What follows belongs to an exercise in optimizing a design on an open flow for small area and a short achievable clock period; a production flow would make more cautious choices. Function was checked by simulation only, so behaviour that the tests miss may differ from the original. The clock port is modelled as an ideal driver, which makes a skipped or thinned clock tree look cheaper than it is; a real chip needs a root buffer or a tree. Power and IR drop assume default switching activity.

Setup of job 4872:
// Router_Top_Level_1x3
module Router_Top_Level_1x3(clock,resetn,read_enb_0,read_enb_1,read_enb_2,data_in,pkt_valid,data_out_0,data_out_1,data_out_2,valid_out_0,valid_out_1,valid_out_2,error,busy);
export LEC_CHECK = 0
export CAP_MARGIN = 20
export CORE_MARGIN = 2
export CORE_UTILIZATION = 55
export PLACE_DENSITY = 0.65
export SETUP_SLACK_MARGIN = 3.2
export SLEW_MARGIN = 20
export SYNTH_HIERARCHICAL = 1
export SYNTH_MINIMUM_KEEP_SIZE = 0
create_clock -name core_clock -period 5.0 [get_ports {clock}]
standard.sh (not shown) runs the stock make flow with config.mk's settings and CLKGATE_MAP_FILE= SYNTH_SCRIPT=/design/flow/synth_recipe.tcl, a recipe that flattens the netlist after the stock synthesis.
==> flow/flow/run.sh <==
#!/bin/bash
# Standard ORFS layout, except that the clock tree is a hand-built two-level
# inverter tree (flow/cts_hook.tcl) instead of TritonCTS's buffer H-tree, and
# the port buffers start as buf_4 instead of the smallest buffer.
set -euo pipefail
work=$(pwd)
bash standard.sh PRE_CTS_TCL="$work/flow/cts_hook.tcl" \
  BUFFER_PORTS_ARGS="-buffer_cell sky130_fd_sc_hd__buf_4" finish > "$work/standard.log" 2>&1
==> flow/flow/cts_hook.tcl <==
proc cell_out { master } {
  foreach mt [$master getMTerms] {
    if {[$mt getIoType] eq "OUTPUT"} { return [$mt getName] }
  }
}
proc build_clock_tree { rows cols leaf_master root_master } {
  set db [ord::get_db]
  set block [ord::get_db_block]
  set clk [$block findNet clock]
  set sinks {}
  foreach it [$clk getITerms] {
    set bb [[$it getInst] getBBox]
    lappend sinks [list $it [expr {([$bb xMin] + [$bb xMax]) / 2}] [expr {([$bb yMin] + [$bb yMax]) / 2}]]
  }
  set n [llength $sinks]
  set lm [$db findMaster $leaf_master]
  set rm [$db findMaster $root_master]
  set lo [cell_out $lm]
  set ro [cell_out $rm]
  set nroot [expr {($rows > 1 ? 2 : 1) * ($cols > 1 ? 2 : 1)}]
  for {set q 0} {$q < $nroot} {incr q} {
    set rootnet($q) [odb::dbNet_create $block clknet_root_$q]
    $rootnet($q) setSigType CLOCK
    set qx($q) 0; set qy($q) 0; set qn($q) 0
  }
  set sinks [lsort -integer -index 2 $sinks]
  set i 0
  for {set r 0} {$r < $rows} {incr r} {
    set row [lsort -integer -index 1 [lrange $sinks [expr {$r * $n / $rows}] [expr {($r + 1) * $n / $rows - 1}]]]
    set m [llength $row]
    for {set c 0} {$c < $cols} {incr c} {
      set g [lrange $row [expr {$c * $m / $cols}] [expr {($c + 1) * $m / $cols - 1}]]
      set gx 0; set gy 0
      foreach s $g { incr gx [lindex $s 1]; incr gy [lindex $s 2] }
      set gx [expr {$gx / [llength $g]}]
      set gy [expr {$gy / [llength $g]}]
      set q [expr {($rows > 1 && $r >= $rows / 2 ? 2 : 0) + ($cols > 1 && $c >= $cols / 2 ? 1 : 0)}]
      if {$nroot == 2 && $rows == 1} { set q [expr {$c >= $cols / 2}] }
      incr qx($q) $gx; incr qy($q) $gy; incr qn($q)
      set buf [odb::dbInst_create $block $lm clkbuf_leaf_$i]
      set net [odb::dbNet_create $block clknet_leaf_$i]
      $net setSigType CLOCK
      $buf setLocation [expr {$gx - [$lm getWidth] / 2}] [expr {$gy - [$lm getHeight] / 2}]
      $buf setPlacementStatus PLACED
      [$buf findITerm A] connect $rootnet($q)
      [$buf findITerm $lo] connect $net
      foreach s $g {
        set it [lindex $s 0]
        $it disconnect
        $it connect $net
      }
      incr i
    }
  }
  for {set q 0} {$q < $nroot} {incr q} {
    set root [odb::dbInst_create $block $rm clkbuf_root_$q]
    set cx [expr {$qx($q) / $qn($q)}]; set cy [expr {$qy($q) / $qn($q)}]
    $root setLocation [expr {$cx - [$rm getWidth] / 2}] [expr {$cy - [$rm getHeight] / 2}]
    $root setPlacementStatus PLACED
    [$root findITerm A] connect $clk
    [$root findITerm $ro] connect $rootnet($q)
  }
  puts "clock tree: $n sinks, $i leaves, $nroot roots"
}

# Sourced by ORFS cts.tcl as PRE_CTS_TCL: the clock tree is built by
# build_clock_tree above in place of TritonCTS; the rest of cts.tcl (legalizing,
# timing repair) runs unchanged. The tree has no inverter that
# repair_clock_inverters should clone, so that step is skipped.
rename repair_clock_inverters orfs_repair_clock_inverters
proc repair_clock_inverters { args } {}
rename clock_tree_synthesis orfs_clock_tree_synthesis
proc clock_tree_synthesis { args } {
  build_clock_tree 4 6 sky130_fd_sc_hd__clkinv_8 sky130_fd_sc_hd__clkinv_16
  set_propagated_clock [all_clocks]
}
Job 4872 was carried through to the last stage, and its layout satisfied the timing, DRC and antenna checks.
Setup changes, job 4872 to job 6749
# job 4872
export LEC_CHECK = 0
export CAP_MARGIN = 20
export CORE_MARGIN = 2
export CORE_UTILIZATION = 55
export PLACE_DENSITY = 0.65
export SETUP_SLACK_MARGIN = 3.2
export SLEW_MARGIN = 20
export SYNTH_HIERARCHICAL = 1
export SYNTH_MINIMUM_KEEP_SIZE = 0
create_clock -name core_clock -period 5.0 [get_ports {clock}]
# job 6749
export LEC_CHECK = 0
export CAP_MARGIN = 20
export CORE_MARGIN = 2
export CORE_UTILIZATION = 55
export PLACE_DENSITY = 0.65
export SETUP_SLACK_MARGIN = 3.25
export SLEW_MARGIN = 20
export SYNTH_HIERARCHICAL = 1
export SYNTH_MINIMUM_KEEP_SIZE = 0
create_clock -name core_clock -period 5.0 [get_ports {clock}]
diff --git a/flow/flow/cts_hook.tcl b/flow/flow/cts_hook.tcl
--- a/flow/flow/cts_hook.tcl
+++ b/flow/flow/cts_hook.tcl
@@ -73,3 +73,3 @@
 proc clock_tree_synthesis { args } {
-  build_clock_tree 4 6 sky130_fd_sc_hd__clkinv_8 sky130_fd_sc_hd__clkinv_16
+  build_clock_tree 4 4 sky130_fd_sc_hd__clkinv_8 sky130_fd_sc_hd__clkinv_16
   set_propagated_clock [all_clocks]
Findings:
Job 6749 | status: complete | timing, DRC, antenna: pass
| portion of the clock cycle consumed by the worst path in the final layout | higher: job 4872 |
Comparing job 4872 and job 6749, the higher actual slew at the worst max-slew pin is on job 4872.
Sequential portion of the cell area in job 6749 vs job 4872: up 0.28 points
[compare] base=job 4872 new=job 6749: worst max-slew margin expressed relative to the limit increased by 0.88 points relative to the old numbers; register cell area after layout closely matched the old numbers; utilization decreased by 0.24 points relative to the old numbers.
Inputs modified between job 6749 and job 3842:
# job 6749
export LEC_CHECK = 0
export CAP_MARGIN = 20
export CORE_MARGIN = 2
export CORE_UTILIZATION = 55
export PLACE_DENSITY = 0.65
export SETUP_SLACK_MARGIN = 3.25
export SLEW_MARGIN = 20
export SYNTH_HIERARCHICAL = 1
export SYNTH_MINIMUM_KEEP_SIZE = 0
create_clock -name core_clock -period 5.0 [get_ports {clock}]
# job 3842
export LEC_CHECK = 0
export CAP_MARGIN = 20
export CORE_MARGIN = 2
export CORE_UTILIZATION = 65
export PLACE_DENSITY = 0.75
export SETUP_SLACK_MARGIN = 3.25
export SLEW_MARGIN = 20
export SYNTH_HIERARCHICAL = 1
export SYNTH_MINIMUM_KEEP_SIZE = 0
create_clock -name core_clock -period 5.0 [get_ports {clock}]
[summary]
Job 6749 ended up with valid_out_2 as its end point of the critical path; job 3842 ended up with data_out_1[0]. Diff job 6749 -> job 3842: slew at the pin closest to its max-slew limit increased 35 ps, half-perimeter wire length of the detailed placement result decreased 170 um, filler cell count in the final layout decreased 694, overall global routing resource usage increased 3.1 points, worst hold slack essentially unchanged.
No run of this note takes its clock network from TritonCTS; it comes from the design's own scripts or RTL.

* * *

Router_Top_Level_1x3, a different RTL version from the one above (not shown whole).
For scale: ~1,200 cells after synthesis, roughly 510 flip-flops, ~43 I/O pins, ~20,000 µm² of cells after synthesis.
export LEC_CHECK = 0
export CAP_MARGIN = 20
export CORE_MARGIN = 2
export CORE_UTILIZATION = 40
export SLEW_MARGIN = 20
create_clock -name core_clock -period 5.0 [get_ports {clock}]
run.sh (not shown) runs the stock make flow with config.mk's settings and CLKGATE_MAP_FILE= SYNTH_SCRIPT=/design/flow/synth_recipe.tcl, a recipe that flattens the netlist after the stock synthesis.
Stock flow here: none of the scripts above is used.
Rerun with:
--- a/flow/config.mk
+++ b/flow/config.mk
@@ -9,3 +9,5 @@
 export CORE_MARGIN = 2
-export CORE_UTILIZATION = 40
+export CORE_UTILIZATION = 55
+export PLACE_DENSITY = 0.65
+export SETUP_SLACK_MARGIN = 3.0
 export SLEW_MARGIN = 20
Result:
- routed wire length goes up by 1.2%
- worst setup slack improved by 1100 ps
- core utilization grows by 20 points
- final cell count falls by 8.2%
- register-to-register slack improved by 1100 ps
- global-route usage is higher by 6.4 points
- area after synthesis is unchanged
- cell area climbs by 4.4%

* * *

Setup of fjord:
Router_Top_Level_1x3, a different RTL version from the one above (not shown whole).
Size: about 490 flip-flops, ~43 I/O pins, ~19000 um^2 of cells after synthesis.
==> flow/config.mk <==
export PLATFORM = sky130hd
export DESIGN_NAME = Router_Top_Level_1x3
export DESIGN_NICKNAME = Router_Top_Level_1x3
export VERILOG_FILES = /design/flow/design.v
export SDC_FILE = /design/flow/constraint.sdc
export NUM_CORES = 4
export LEC_CHECK = 0
export CAP_MARGIN = 0
export CORE_MARGIN = 2
export CORE_UTILIZATION = 55
export PLACE_DENSITY = 0.65
export SETUP_SLACK_MARGIN = 3.3
export SLEW_MARGIN = 0
export SYNTH_HIERARCHICAL = 1
export SYNTH_MINIMUM_KEEP_SIZE = 0
==> flow/constraint.sdc <==
create_clock -name core_clock -period 5.0 [get_ports {clock}]
set_input_delay 1.0000 -clock core_clock [delete_from_list [all_inputs] [get_ports {clock}]]
set_output_delay 1.0000 -clock core_clock [all_outputs]
set_load 0.01 [all_outputs]
standard.sh (not shown) runs the stock make flow with config.mk's settings and CLKGATE_MAP_FILE= SYNTH_SCRIPT=/design/flow/synth_recipe.tcl, a recipe that flattens the netlist after the stock synthesis.
==> flow/flow/cts_hook.tcl <==
proc cell_out { master } {
  foreach mt [$master getMTerms] {
    if {[$mt getIoType] eq "OUTPUT"} { return [$mt getName] }
  }
}
proc build_clock_tree { rows cols leaf_master root_master } {
  set db [ord::get_db]
  set block [ord::get_db_block]
  set clk [$block findNet clock]
  set sinks {}
  foreach it [$clk getITerms] {
    set bb [[$it getInst] getBBox]
    lappend sinks [list $it [expr {([$bb xMin] + [$bb xMax]) / 2}] [expr {([$bb yMin] + [$bb yMax]) / 2}]]
  }
  set n [llength $sinks]
  set lm [$db findMaster $leaf_master]
  set rm [$db findMaster $root_master]
  set lo [cell_out $lm]
  set ro [cell_out $rm]
  set nroot [expr {($rows > 1 ? 2 : 1) * ($cols > 1 ? 2 : 1)}]
  for {set q 0} {$q < $nroot} {incr q} {
    set rootnet($q) [odb::dbNet_create $block clknet_root_$q]
    $rootnet($q) setSigType CLOCK
    set qx($q) 0; set qy($q) 0; set qn($q) 0
  }
  set sinks [lsort -integer -index 2 $sinks]
  set i 0
  for {set r 0} {$r < $rows} {incr r} {
    set row [lsort -integer -index 1 [lrange $sinks [expr {$r * $n / $rows}] [expr {($r + 1) * $n / $rows - 1}]]]
    set m [llength $row]
    for {set c 0} {$c < $cols} {incr c} {
      set g [lrange $row [expr {$c * $m / $cols}] [expr {($c + 1) * $m / $cols - 1}]]
      set gx 0; set gy 0
      foreach s $g { incr gx [lindex $s 1]; incr gy [lindex $s 2] }
      set gx [expr {$gx / [llength $g]}]
      set gy [expr {$gy / [llength $g]}]
      set q [expr {($rows > 1 && $r >= $rows / 2 ? 2 : 0) + ($cols > 1 && $c >= $cols / 2 ? 1 : 0)}]
      if {$nroot == 2 && $rows == 1} { set q [expr {$c >= $cols / 2}] }
      incr qx($q) $gx; incr qy($q) $gy; incr qn($q)
      set buf [odb::dbInst_create $block $lm clkbuf_leaf_$i]
      set net [odb::dbNet_create $block clknet_leaf_$i]
      $net setSigType CLOCK
      $buf setLocation [expr {$gx - [$lm getWidth] / 2}] [expr {$gy - [$lm getHeight] / 2}]
      $buf setPlacementStatus PLACED
      [$buf findITerm A] connect $rootnet($q)
      [$buf findITerm $lo] connect $net
      foreach s $g {
        set it [lindex $s 0]
        $it disconnect
        $it connect $net
      }
      incr i
    }
  }
  for {set q 0} {$q < $nroot} {incr q} {
    set root [odb::dbInst_create $block $rm clkbuf_root_$q]
    set cx [expr {$qx($q) / $qn($q)}]; set cy [expr {$qy($q) / $qn($q)}]
    $root setLocation [expr {$cx - [$rm getWidth] / 2}] [expr {$cy - [$rm getHeight] / 2}]
    $root setPlacementStatus PLACED
    [$root findITerm A] connect $clk
    [$root findITerm $ro] connect $rootnet($q)
  }
  puts "clock tree: $n sinks, $i leaves, $nroot roots"
}

# Sourced by ORFS cts.tcl as PRE_CTS_TCL: the clock tree is built by
# build_clock_tree above in place of TritonCTS; the rest of cts.tcl (legalizing,
# timing repair) runs unchanged. The tree has no inverter that
# repair_clock_inverters should clone, so that step is skipped.
rename repair_clock_inverters orfs_repair_clock_inverters
proc repair_clock_inverters { args } {}
rename clock_tree_synthesis orfs_clock_tree_synthesis
proc clock_tree_synthesis { args } {
  build_clock_tree 4 4 sky130_fd_sc_hd__inv_12 sky130_fd_sc_hd__inv_16
  set_propagated_clock [all_clocks]
}
Scripts as last shown in full above: flow/flow/run.sh
fjord finished every step from synthesis to the final layout, and the layout passed the timing, DRC and antenna checks.
> inputs changed (fjord -> raven)
# fjord
export LEC_CHECK = 0
export CAP_MARGIN = 0
export CORE_MARGIN = 2
export CORE_UTILIZATION = 55
export PLACE_DENSITY = 0.65
export SETUP_SLACK_MARGIN = 3.3
export SLEW_MARGIN = 0
export SYNTH_HIERARCHICAL = 1
export SYNTH_MINIMUM_KEEP_SIZE = 0
create_clock -name core_clock -period 5.0 [get_ports {clock}]
# raven
export LEC_CHECK = 0
export CAP_MARGIN = 20
export CORE_MARGIN = 2
export CORE_UTILIZATION = 55
export PLACE_DENSITY = 0.65
export SETUP_SLACK_MARGIN = 3.4
export SLEW_MARGIN = 20
export SYNTH_HIERARCHICAL = 1
export SYNTH_MINIMUM_KEEP_SIZE = 0
create_clock -name core_clock -period 5.0 [get_ports {clock}]
--- a/flow/flow/cts_hook.tcl
+++ b/flow/flow/cts_hook.tcl
@@ -73,3 +73,3 @@
 proc clock_tree_synthesis { args } {
-  build_clock_tree 4 4 sky130_fd_sc_hd__inv_12 sky130_fd_sc_hd__inv_16
+  build_clock_tree 4 4 sky130_fd_sc_hd__clkinv_8 sky130_fd_sc_hd__clkinv_16
   set_propagated_clock [all_clocks]
- raven: PASS, flow complete, no timing, DRC or antenna violations
- The area of combinational cells with multiple inputs in raven sits 9.7% above the value recorded for fjord.
- Worst setup timing slack at the placement stage: raven > fjord
- The share of layout cells above drive strength 1 of raven exceeds that of fjord by 11 points.
- From fjord to raven the numbers moved as follows: sequential portion of the cell area dropped 4.0 points, count of inverters not on the clock network in the layout rose by 6.8%, number of inserted filler cells in the final layout went down.
- Per the comparison of raven with fjord, share of total power in the clock network shrank by 0.9 points, via count grew by 4.5%, routed wire length grew by 2.2 mm, total combinational power grew by about 10%, critical path depth grew by 8.
[inputs] maple vs raven
# raven
export LEC_CHECK = 0
export CAP_MARGIN = 20
export CORE_MARGIN = 2
export CORE_UTILIZATION = 55
export PLACE_DENSITY = 0.65
export SETUP_SLACK_MARGIN = 3.4
export SLEW_MARGIN = 20
export SYNTH_HIERARCHICAL = 1
export SYNTH_MINIMUM_KEEP_SIZE = 0
create_clock -name core_clock -period 5.0 [get_ports {clock}]
# maple
export LEC_CHECK = 0
export CAP_MARGIN = 20
export CORE_MARGIN = 2
export CORE_UTILIZATION = 55
export GPL_ROUTABILITY_DRIVEN = 0
export PLACE_DENSITY = 0.65
export SETUP_SLACK_MARGIN = 3.3
export SLEW_MARGIN = 20
export SYNTH_HIERARCHICAL = 1
export SYNTH_MINIMUM_KEEP_SIZE = 0
create_clock -name core_clock -period 5.0 [get_ports {clock}]
--- a/flow/flow/cts_hook.tcl
+++ b/flow/flow/cts_hook.tcl
@@ -73,3 +73,3 @@
 proc clock_tree_synthesis { args } {
-  build_clock_tree 4 4 sky130_fd_sc_hd__clkinv_8 sky130_fd_sc_hd__clkinv_16
+  build_clock_tree 4 4 sky130_fd_sc_hd__inv_12 sky130_fd_sc_hd__inv_16
   set_propagated_clock [all_clocks]
==> comparison <==
- maple vs. raven: met3 wire length went up by 330 um.
- Data arrival time of the worst path | maple below raven
- Against raven, the final cell area of maple is lower.
- Combinational share of power down 0.2 points in maple wrt raven
- Number of cells on the critical path in maple is 8 below raven.
- Higher sequential share of layout area among maple and raven: maple
- maple vs raven — power of the clock network climbed by a few percent
- The peak fanout along the critical path in maple was lower than what raven gave.
- Of maple and raven, raven shows the higher sequential share of power, with maple below it.
Modified inputs, yarrow compared to maple
# maple
export LEC_CHECK = 0
export CAP_MARGIN = 20
export CORE_MARGIN = 2
export CORE_UTILIZATION = 55
export GPL_ROUTABILITY_DRIVEN = 0
export PLACE_DENSITY = 0.65
export SETUP_SLACK_MARGIN = 3.3
export SLEW_MARGIN = 20
export SYNTH_HIERARCHICAL = 1
export SYNTH_MINIMUM_KEEP_SIZE = 0
create_clock -name core_clock -period 5.0 [get_ports {clock}]
# yarrow
export LEC_CHECK = 0
export CAP_MARGIN = 20
export CORE_MARGIN = 2
export CORE_UTILIZATION = 55
export PLACE_DENSITY = 0.65
export SETUP_SLACK_MARGIN = 3.3
export SLEW_MARGIN = 20
export SYNTH_HIERARCHICAL = 1
export SYNTH_MINIMUM_KEEP_SIZE = 0
export TNS_END_PERCENT = 0
create_clock -name core_clock -period 5.0 [get_ports {clock}]
==> comparison <==
Cell count of yarrow falls short of that of maple slightly.
Per the comparison of yarrow with maple, routed wire length decreased by 2.4% relative to the old numbers, core utilization went down by 0.84 points.
The higher design area of maple and yarrow is in maple.
Lower met3 wire length goes to yarrow over maple.
Wire length of the first global-routing pass on yarrow is ahead of maple.
Taking maple as the reference, in yarrow total power consumption of the routed design flat, headroom to the max-slew limit up 6.4 points.
Diff maple -> yarrow | time the worst path needs with I/O delays and setup | increase of 0.11 ns
> inputs changed (yarrow -> amber)
# yarrow
export LEC_CHECK = 0
export CAP_MARGIN = 20
export CORE_MARGIN = 2
export CORE_UTILIZATION = 55
export PLACE_DENSITY = 0.65
export SETUP_SLACK_MARGIN = 3.3
export SLEW_MARGIN = 20
export SYNTH_HIERARCHICAL = 1
export SYNTH_MINIMUM_KEEP_SIZE = 0
export TNS_END_PERCENT = 0
create_clock -name core_clock -period 5.0 [get_ports {clock}]
# amber
export LEC_CHECK = 0
export CAP_MARGIN = 20
export CORE_MARGIN = 2
export CORE_UTILIZATION = 55
export PLACE_DENSITY = 0.65
export SETUP_SLACK_MARGIN = 3.29
export SLEW_MARGIN = 20
export SYNTH_HIERARCHICAL = 1
export SYNTH_MINIMUM_KEEP_SIZE = 0
create_clock -name core_clock -period 5.0 [get_ports {clock}]
Results
amber reached the end of the flow, and the finished layout is clean on the timing, DRC and antenna checks. On die area, amber and yarrow are neck and neck. Compared with yarrow, amber shows a lower final clock period utilization by the worst path. For the number of instances resized during post-cts repair, amber came in 17 higher than yarrow did.
The following lists how sierra was set up differently from amber:
# amber
export LEC_CHECK = 0
export CAP_MARGIN = 20
export CORE_MARGIN = 2
export CORE_UTILIZATION = 55
export PLACE_DENSITY = 0.65
export SETUP_SLACK_MARGIN = 3.29
export SLEW_MARGIN = 20
export SYNTH_HIERARCHICAL = 1
export SYNTH_MINIMUM_KEEP_SIZE = 0
create_clock -name core_clock -period 5.0 [get_ports {clock}]
# sierra
export LEC_CHECK = 0
export CAP_MARGIN = 20
export CORE_MARGIN = 2
export CORE_UTILIZATION = 55
export PLACE_DENSITY = 0.65
export SETUP_SLACK_MARGIN = 3.31
export SLEW_MARGIN = 20
export SYNTH_HIERARCHICAL = 1
export SYNTH_MINIMUM_KEEP_SIZE = 0
create_clock -name core_clock -period 5.0 [get_ports {clock}]
### Flow results
In the reports for amber and sierra, the larger number of vias after detailed routing belongs to sierra.
Cell area after placement: sierra vs amber, no meaningful difference
Any difference in share of the clock period used by the worst path between sierra and amber is small enough to ignore.
Comparing amber against sierra, there is no change at all in flop and latch count out of synthesis.
The higher worst setup slack came out of sierra.
amber -> sierra: cell count increased slightly
The global-route track usage on met3 of sierra is lower than that of amber.
~same wire length in amber and sierra
sierra: flow completed, timing, DRC and antenna clean
Comparing amber and sierra, the lower area added between synthesis and finish was measured on amber.
Of the two values seen for cell with the largest stage delay on the worst path, sky130_fd_sc_hd__dfxtp_4 was produced by amber and sky130_fd_sc_hd__a211o_1 by sierra.
No run of this note takes its clock network from TritonCTS; it comes from the design's own scripts or RTL.

[separate check: timing with driven ports]
The flow's constraints put no driver on any port. The routed layouts listed below were extracted and timed again, unchanged, in two steps. Step 1, drivers: a clkbuf_16 drives clock and a buf_2 each remaining input, both assumed. Step 2 times the ports against the registers' clock, not the clock port: input delays grow and output delays shrink by t, the midpoint of the rising clock arrivals with the driver on. Slacks: ideal / step 1 / step 2; pairs: ideal / step 1.
run	shift t [ns]	setup WS [ns]	worst hold slack (ns)	worst setup path at the end	clock arrival spread, ns
job 4872	0.441	3.222 / 2.987 / 2.994	0.441 / 0.441 / 0.441	input to register	0.020 / 0.020
job 6749	0.419	3.276 / 3.045 / 3.094	0.445 / 0.445 / 0.445	input to register	0.020 / 0.021
job 3842	0.422	3.276 / 3.039 / 3.065	0.446 / 0.446 / 0.446	input to register	0.016 / 0.016
the first run of note 2	0.637	1.848 / 1.848 / 1.447	0.472 / 0.472 / 0.472	input to register	0.026 / 0.026
the second run of note 2	0.613	2.942 / 2.890 / 2.415	0.466 / 0.466 / 0.466	input to register	0.019 / 0.018
fjord	0.376	3.318 / 3.105 / 3.143	0.455 / 0.455 / 0.455	input to register	0.016 / 0.017
raven	0.432	3.301 / 3.066 / 3.138	0.455 / 0.455 / 0.455	input to register	0.015 / 0.016
maple	0.374	3.329 / 3.118 / 3.134	0.456 / 0.457 / 0.457	input to register	0.015 / 0.015
yarrow	0.375	3.222 / 3.027 / 3.107	0.452 / 0.452 / 0.452	input to register	0.014 / 0.014
amber	0.376	3.318 / 3.106 / 3.123	0.453 / 0.454 / 0.454	input to register	0.017 / 0.017
sierra	0.379	3.324 / 3.110 / 3.127	0.458 / 0.458 / 0.458	input to register	0.014 / 0.016
After both steps every run listed still meets setup and hold. The setup slack of the second run of note 2, which loses most, moves by -0.052 ns with the drivers and by -0.527 ns with both steps.
